From an optimization exercise on the open Yosys and OpenROAD flow, aimed at small area; shortcuts taken in it are not production practice.
No functional check of the RTL was part of this run.
Power figures rest on the tool's default switching activity, not on a simulated workload.

## design/flow/run.sh

```bash
#!/bin/bash
# synth_recipe.tcl (not shown) runs the flow's synth.tcl, then flattens the netlist and writes it again
# the make line also repeats each setting of config.mk as NAME=value (left out here)
make -C /OpenROAD-flow-scripts/flow DESIGN_CONFIG=/design/flow/config.mk WORK_HOME=/design/flow/orfs CLKGATE_MAP_FILE= SYNTH_SCRIPT=/design/flow/synth_recipe.tcl finish
```

## design/flow/config.mk

```make
export PLATFORM = sky130hd
export DESIGN_NAME = fir
export DESIGN_NICKNAME = fir
export VERILOG_FILES = /design/flow/design.v
export SDC_FILE = /design/flow/constraint.sdc
export NUM_CORES = 4
export LEC_CHECK = 0
export CAP_MARGIN = 20
export CORE_MARGIN = 2
export CORE_UTILIZATION = 40
export SLEW_MARGIN = 20
```

## design/flow/constraint.sdc

```tcl
create_clock -name core_clock -period 10.0 [get_ports {clk}]
set_input_delay 2.0000 -clock core_clock [delete_from_list [all_inputs] [get_ports {clk}]]
set_output_delay 2.0000 -clock core_clock [all_outputs]
set_load 0.01 [all_outputs]
```

## design/flow/design.v

```verilog
`timescale 1ns / 1ps
module fir_control
(
    input clk,
    input rst,
    input we_in,
    input [3:0] opcodeII,
    output c_clr,
    output c_sto
);
    parameter IDLE=0, DECODE=1, C_STO_ASSERT=2, C_CLR_ASSERT=3;
    reg [1:0] cs, ns;
    reg [1:0] moore_out;
    always @(posedge clk)
        if (rst)
            cs <= IDLE;
        else
            cs <= ns;
    always @(cs, we_in, opcodeII)
        case (cs)
            IDLE            :   if (we_in)
                                    ns = DECODE;
                                else
                                    ns = IDLE;
            DECODE          :   case (opcodeII)
                                    4'b0100      :  ns = C_STO_ASSERT;
                                    4'b1000  :  ns = C_CLR_ASSERT;
                                    default         :  ns = IDLE;
                                endcase
            C_STO_ASSERT    :   ns = IDLE;
            C_CLR_ASSERT    :   ns = IDLE;
            default         :   ns = IDLE;
        endcase
    assign {c_clr, c_sto} = moore_out;
    always @(cs)
        case (cs)
            IDLE            :    moore_out = 2'b00;
            DECODE          :    moore_out = 2'b00;
            C_STO_ASSERT    :    moore_out = 2'b01;        
            C_CLR_ASSERT    :    moore_out = 2'b10;
            default         :    moore_out = 2'b00;
        endcase
endmodule
`timescale 1ns / 1ps
module fir_bel(clk, clr, en, coeff_in, data_in, adder_in, adder_out);
    parameter DIM_DATA = 16;
    parameter DIM_COEFF = 16; 
    parameter DIM_ADDER_IN = 32;
    parameter DIM_ADDER_OUT = 32;
    input clk, clr, en;
    input signed[DIM_DATA-1:0] data_in;
    input signed[DIM_COEFF-1:0] coeff_in;
    input signed[DIM_ADDER_IN-1:0] adder_in;
    output signed[DIM_ADDER_OUT-1:0] adder_out;
    reg signed [DIM_DATA+DIM_COEFF-1:0] mul_out_r;
    reg signed [DIM_ADDER_IN-1:0] adder_out_r;
    always @(posedge clk)
    if (clr) 
        begin
            mul_out_r   <= 0;
            adder_out_r <= 0;
        end
    else if (en)
                begin
                    mul_out_r   <= data_in * coeff_in;
                    adder_out_r <= adder_in + mul_out_r;
                end
    assign adder_out = adder_out_r;
endmodule
`timescale 1ns / 1ps
module fir(clk, rst, we_in, stall, clr, cr_in, data_in, data_out);
    parameter TAP = 16;
    parameter LOG2TAP = 4;
    parameter DIM_DATA = 16;     
    parameter DIM_COEFF = 16;
    parameter DIM_ADDER_IN = 32;
    parameter DIM_ADDER_OUT = 32;
    input clk;
    input rst;
    input we_in;
    input stall;
    input clr;
    input [31:0] cr_in;
    input signed [DIM_DATA-1:0] data_in;
    output signed [DIM_DATA-1:0] data_out;
    reg [31:0] cr_r;
    reg [DIM_COEFF-1:0] coeff_r [0:TAP-1];
    wire [DIM_ADDER_IN-1:0] adder_in [TAP-1:0];
    wire [DIM_ADDER_OUT-1:0] adder_out [TAP-1:0];
    wire [TAP-1:0] c_sto_bus;
    wire [DIM_COEFF-1:0] coeff_value;
    wire [3:0] opcodeII;
    wire [7:0] n_coeff;
    assign opcodeII     = cr_r [7:4];
    assign n_coeff      = cr_r [15:8];
    assign coeff_value  = cr_r [31:16];
    assign data_out     = adder_out[TAP-1][30:15];
    assign mac_en       = ~stall;
    assign mac_clr      = clr;
    fir_control FIR_CONTROL (
        .clk(clk), 
        .rst(rst), 
        .we_in(we_in), 
        .opcodeII(opcodeII), 
        .c_clr(c_clr), 
        .c_sto(c_sto)
    );
    genvar i;
    fir_bel FIR_BEL_0 (
        .clk(clk), 
        .clr(mac_clr), 
        .en(mac_en),
        .coeff_in(coeff_r[TAP-1]), 
        .data_in(data_in), 
        .adder_in({DIM_ADDER_IN{1'b0}}), 
        .adder_out(adder_out[0])
    );
    generate 
        for (i=1; i<TAP; i=i+1)
            begin:FIR_BELS
                fir_bel FIR_BEL (
                    .clk(clk), 
                    .clr(mac_clr), 
                    .en(mac_en),
                    .coeff_in(coeff_r[TAP-1-i]), 
                    .data_in(data_in), 
                    .adder_in(adder_out[i-1]), 
                    .adder_out(adder_out[i])
                );
            end
    endgenerate
    always @(posedge clk)
        if (rst)
            cr_r <= 0;
        else if (we_in)
                cr_r <= cr_in;
    generate
        for (i=0 ; i<TAP ; i=i+1)
            begin:coeff_registers
                always @(posedge clk)
                    if (c_clr)
                        coeff_r[i] <= 0;
                    else if (c_sto_bus[i])
                            coeff_r[i] <= coeff_value;
            end
    endgenerate
    generate 
        for (i=0 ; i<TAP ; i=i+1)
            begin:decoder_par
                assign c_sto_bus[i] = c_sto && (i==n_coeff);
            end
    endgenerate
endmodule
```

==> notes.md <==
* Starting density of the core at 0.401
* Total power at roughly 14 mW
* CP max-delay cell: a221oi_1
* Vias in the first global route at 169000
* Slew headroom at 0.248
* Number of setup buffers added after CTS at 0
* HPWL after DPL at around 470 mm
* Post-synth EDFFs at 0
* Largest family of logic cells by synthesized area: adder cells
* Initial DRC Count at approximately 10000
* Synth warn at 13
* Top delay family on crit path: adder cells
* WL per Instance at between 15 and 20 um
* Worst setup EP type: flip-flop
* Fraction of layout cells with a size suffix above 1 at 0.0288
* Core Util, Final at 0.428
* Max Slew Vio Count at 0
* Sequential fraction of the synthesis area at 0.118
* Total track usage at 0.230
* Cell Area, Synth at 0.215 mm2
* Compound-Gate Fraction of Synth Area at 0.0886
* Hold Crit Depth at 2
* Post-placement setup slack at a little under 0.7 ns
* DR pass1 iterations at 6
* Max cap viols at 0
* Cell Pwr Density at ~62 mW/mm2
* # IOs at slightly below 70
* Worst path most repeated cell: fa_1
* Worst Path Buf+Inv at 4
* CTS tree: built
* Die W at roughly 740 um
* Number of buffers inserted by hold repair at cts at 0
* Min-Delay Endpoint: FIR_BELS[9].FIR_BEL.mul_out_r[27]
* Total CTS buffers at approximately 170
* Post-Synth Simple-Gate Area at 0.162
* Setup CP Type: in -> reg
* Fraction of the mapped netlist area in adder cells at 0.484
* Hold Startpoint: FIR_BELS[9].FIR_BEL.mul_out_r[27]
* Core box area at roughly 0.54 mm2
* Syn Inst Count at 24600
* Startpoint Class: input pin
* CTS Buffer Depth at 4
* Root buffer cell: clkbuf_16
* Mapped Nets at just over 30000
* Die ar. at around 0.54 mm2
* Worst slew pin tran at 1.13 ns
* Hold WC Path Type: reg -> reg
* Average cell area after synthesis at between 8 and 9 um2
* R2R Setup Slk at between 2 and 3 ns
* Net count reported at finish at 29800
* # resized after CTS at 0
* Crit-path cells: buf_8, buf_4, and2_1, fa_1, fa_1, ha_1, fa_1, inv_1, fa_1, fa_1, inv_1, ha_1, o41ai_1, o21ai_1, a221oi_1, o21ai_1, a211oi_1, o21bai_1, a21oi_1, xor2_1, o21ai_1
* Total gr overflow at 0
* Outcome: no timing/DRC/antenna violations
* Final Wtd Congestion at slightly below 0.9
* Yosys top cell by area: fa_1
* Period utilization at 0.861
* Remaining antenna violation count at 0
* Vias at ~160k
* Leak pwr at between 100 and 150 nW
* Num rows at 269
* Final min period at 8.61 ns
* Crit path max fanout at between 70 and 80
* RR Endpoint: FIR_BELS[2].FIR_BEL.mul_out_r[29]
* Worst-skew pair later-pin latency at between 0.9 and 1 ns
* Initial antenna violation count at 30
* Area grow syn2layout at 6.61%
* Largest cells by area after synthesis: fa_1, dfxtp_1, ha_1
* First-pass GRT wire length at roughly 980 mm
* Peak Freq at ~120 MHz
* Share of the synthesized area in the top cell type at 0.383
* Drt drc at 0
* Final WL at approximately 610 mm
* Setup TNS at 0 ns
* Post-route setup slack at ~1.4 ns
* Max incr delay on CP at between 0.7 and 0.8 ns
* Post-synth top flop: dfxtp_1
* Yosys reg bits at about 1300
* Worst R2R Path Depth at 24
* Final setup violation count at 0
* Fraction of synthesized area in multiplexers at 0.00922
* CP required at 10.77 ns
* Setup Skew at between 0.1 and 0.15 ns
* Via density at 5.12
* Largest net degree at the start of global routing at roughly 180
* Die height at between 700 and 800 um
* Xor/xnor share of the synthesized area at 0.0374
* FFs w/ async S/R, synth at 0
* Max VDD drop at 0.000131 V
* Clk sink count at roughly 1300
* R2R Path Start: coeff_r[13][7]
* CP Data Arrival Time at about 9.4 ns
* Port Buf Inserts at 64
* Final hold violation count at 0
* Synth cell types at 96
* Clock slew at reported path FFs at 0.06 ns
* RSZ-0062 raised after global routing: false
* H-tree Lvls at 4
worst min-delay path: stages, from the launching register on:
cell and delay, ns:
dfxtp_1 0.31, nand2_1 0.05, o21ai_1 0.05
cell usage in the layout (no fill, tap or decap), drive strengths merged, types with 71 or more instances in the layout:
master  instances
a211oi        104
a21o          359
a21oi        1318
a31oi          74
and2         1913
and3           96
buf           295
clkbuf        208
dfxtp        1263
fa           4110
ha           1729
inv          4635
mux2i         198
nand2        3460
nand2b        176
nand3         176
nor2         1222
nor2b          71
nor3          122
o21a           96
o21ai         598
o21bai        106
or3            77
xnor2         634
xor2          283
report_power, final:
group | switching (mW) | leakage, nW | internal [mW]
Clock | 2.77 | 2.90 | 4.01
Combinational | 1.41 | 103 | 0.662
Sequential | 0.174 | 10.2 | 5.10
per-layer routing:
metal / routed length [um] / up-vias / GRT usage
met1: 265000 / 81300 / 0.308
met4: 24500 / 26 / 0.0798
met5: 176 / - / 0
met3: 36900 / 878 / 0.0325
li1: - / 73900 / -
met2: 287000 / 4125 / 0.380
sequential cells by signal, summed over array words and instances (netlist names):
| name | count |
|---|---|
| FIR_BELS.FIR_BEL.adder_out_r | 450 |
| FIR_BELS.FIR_BEL.mul_out_r | 465 |
| FIR_BEL_0.adder_out_r | 31 |
| FIR_BEL_0.mul_out_r | 31 |
| FIR_CONTROL.cs | 2 |
| coeff_r | 256 |
| cr_r | 28 |
worst max path at each step:
stage                start                           endpoint  depth (start not counted)  slack (ns)
3_5_place_dp    data_in[1]  FIR_BELS[7].FIR_BEL.mul_out_r[27]                         21        0.68
3_3_place_gp    data_in[1]  FIR_BELS[7].FIR_BEL.mul_out_r[27]                         21        0.71
5_1_grt         data_in[1]  FIR_BELS[7].FIR_BEL.mul_out_r[28]                         24        1.09
6_report        data_in[1]  FIR_BELS[7].FIR_BEL.mul_out_r[27]                         21        1.39
4_1_cts         data_in[1]  FIR_BELS[7].FIR_BEL.mul_out_r[27]                         21        1.61
2_1_floorplan  data_in[15]  FIR_BELS[3].FIR_BEL.mul_out_r[30]                         27        0.97
layout make-up:
| class | count | area (um2) |
|---|---|---|
| Antenna cell | 28 | 70.1 |
| Clock buffer | 208 | 4580 |
| Clock inverter | 93 | 1400 |
| Fill cell | 53100 | 307000 |
| Inverter | 4623 | 17400 |
| Multi-Input combinational cell | 17500 | 168000 |
| Sequential cell | 1263 | 25300 |
| Tap cell | 7181 | 8980 |
| Timing Repair Buffer | 339 | 3450 |
cell families (layout without fill, tap and decap cells):
logic type | Yosys count | count (layout)
DFF | 1263 | 1263
xor gates and xnor gates | 917 | 917
adders and majority gates | 5839 | 5839
buffers and inverters | 5800 | 5263
AOI/OAI and AO/OA | 3102 | 3102
and+or+nand+nor | 7479 | 7479
other | 0 | 28
muxes | 198 | 198
cells in the mapped netlist (29+ instances only):
cell,count
a211oi_1,100
o21a_1,95
o31ai_1,29
a31oi_1,74
nor3_1,122
or3_1,77
mux2i_1,198
a21o_1,359
clkbuf_1,1132
buf_1,43
nor2b_1,71
nand2b_1,176
o21ai_0,563
xor2_1,283
nand3_1,176
o21ai_1,33
a211o_1,29
a21oi_1,1316
ha_1,1729
fa_1,4110
xnor2_1,634
and2_1,1913
and3_1,96
nand2_1,3459
o211ai_1,53
nor2_1,1222
o21bai_1,106
nand4_1,41
dfxtp_1,1263
inv_1,4621
stage by stage:
stage	cell area, um2	std cells	hold slack, ns
global placement	223000	30900	0.438
floorplan	215000	24600	0.424
global route	229000	31200	0.474
CTS	229000	31200	0.459
finish	229000	31300	0.457
detailed placement	223000	30900	0.447

[port drivers added, routing unchanged]
No port has a modelled driver above. Below, the same layout with a new extraction and two added sets of constraints.
Step 1 assumes that a clkbuf_16 drives the clock port and a buf_2 every other input.
Step 2 moves the port delays by t, midway between the first and last clock arrival at a register: inputs arrive t later, outputs are due t later. That takes back most of the time a late clock gives input paths.
a / b / c = no drivers / after step 1 / after step 2; a / b = the first two.
t, ns: 0.994
setup WS [ns]: 1.388 / 1.405 / 0.411
hold slack, ns: 0.457 / 0.457 / 0.457
pins driven straight from the clock port: 1
After both steps this run still meets setup and hold. The setup slack of this run moves by +0.017 ns with the drivers and by -0.977 ns with both steps.
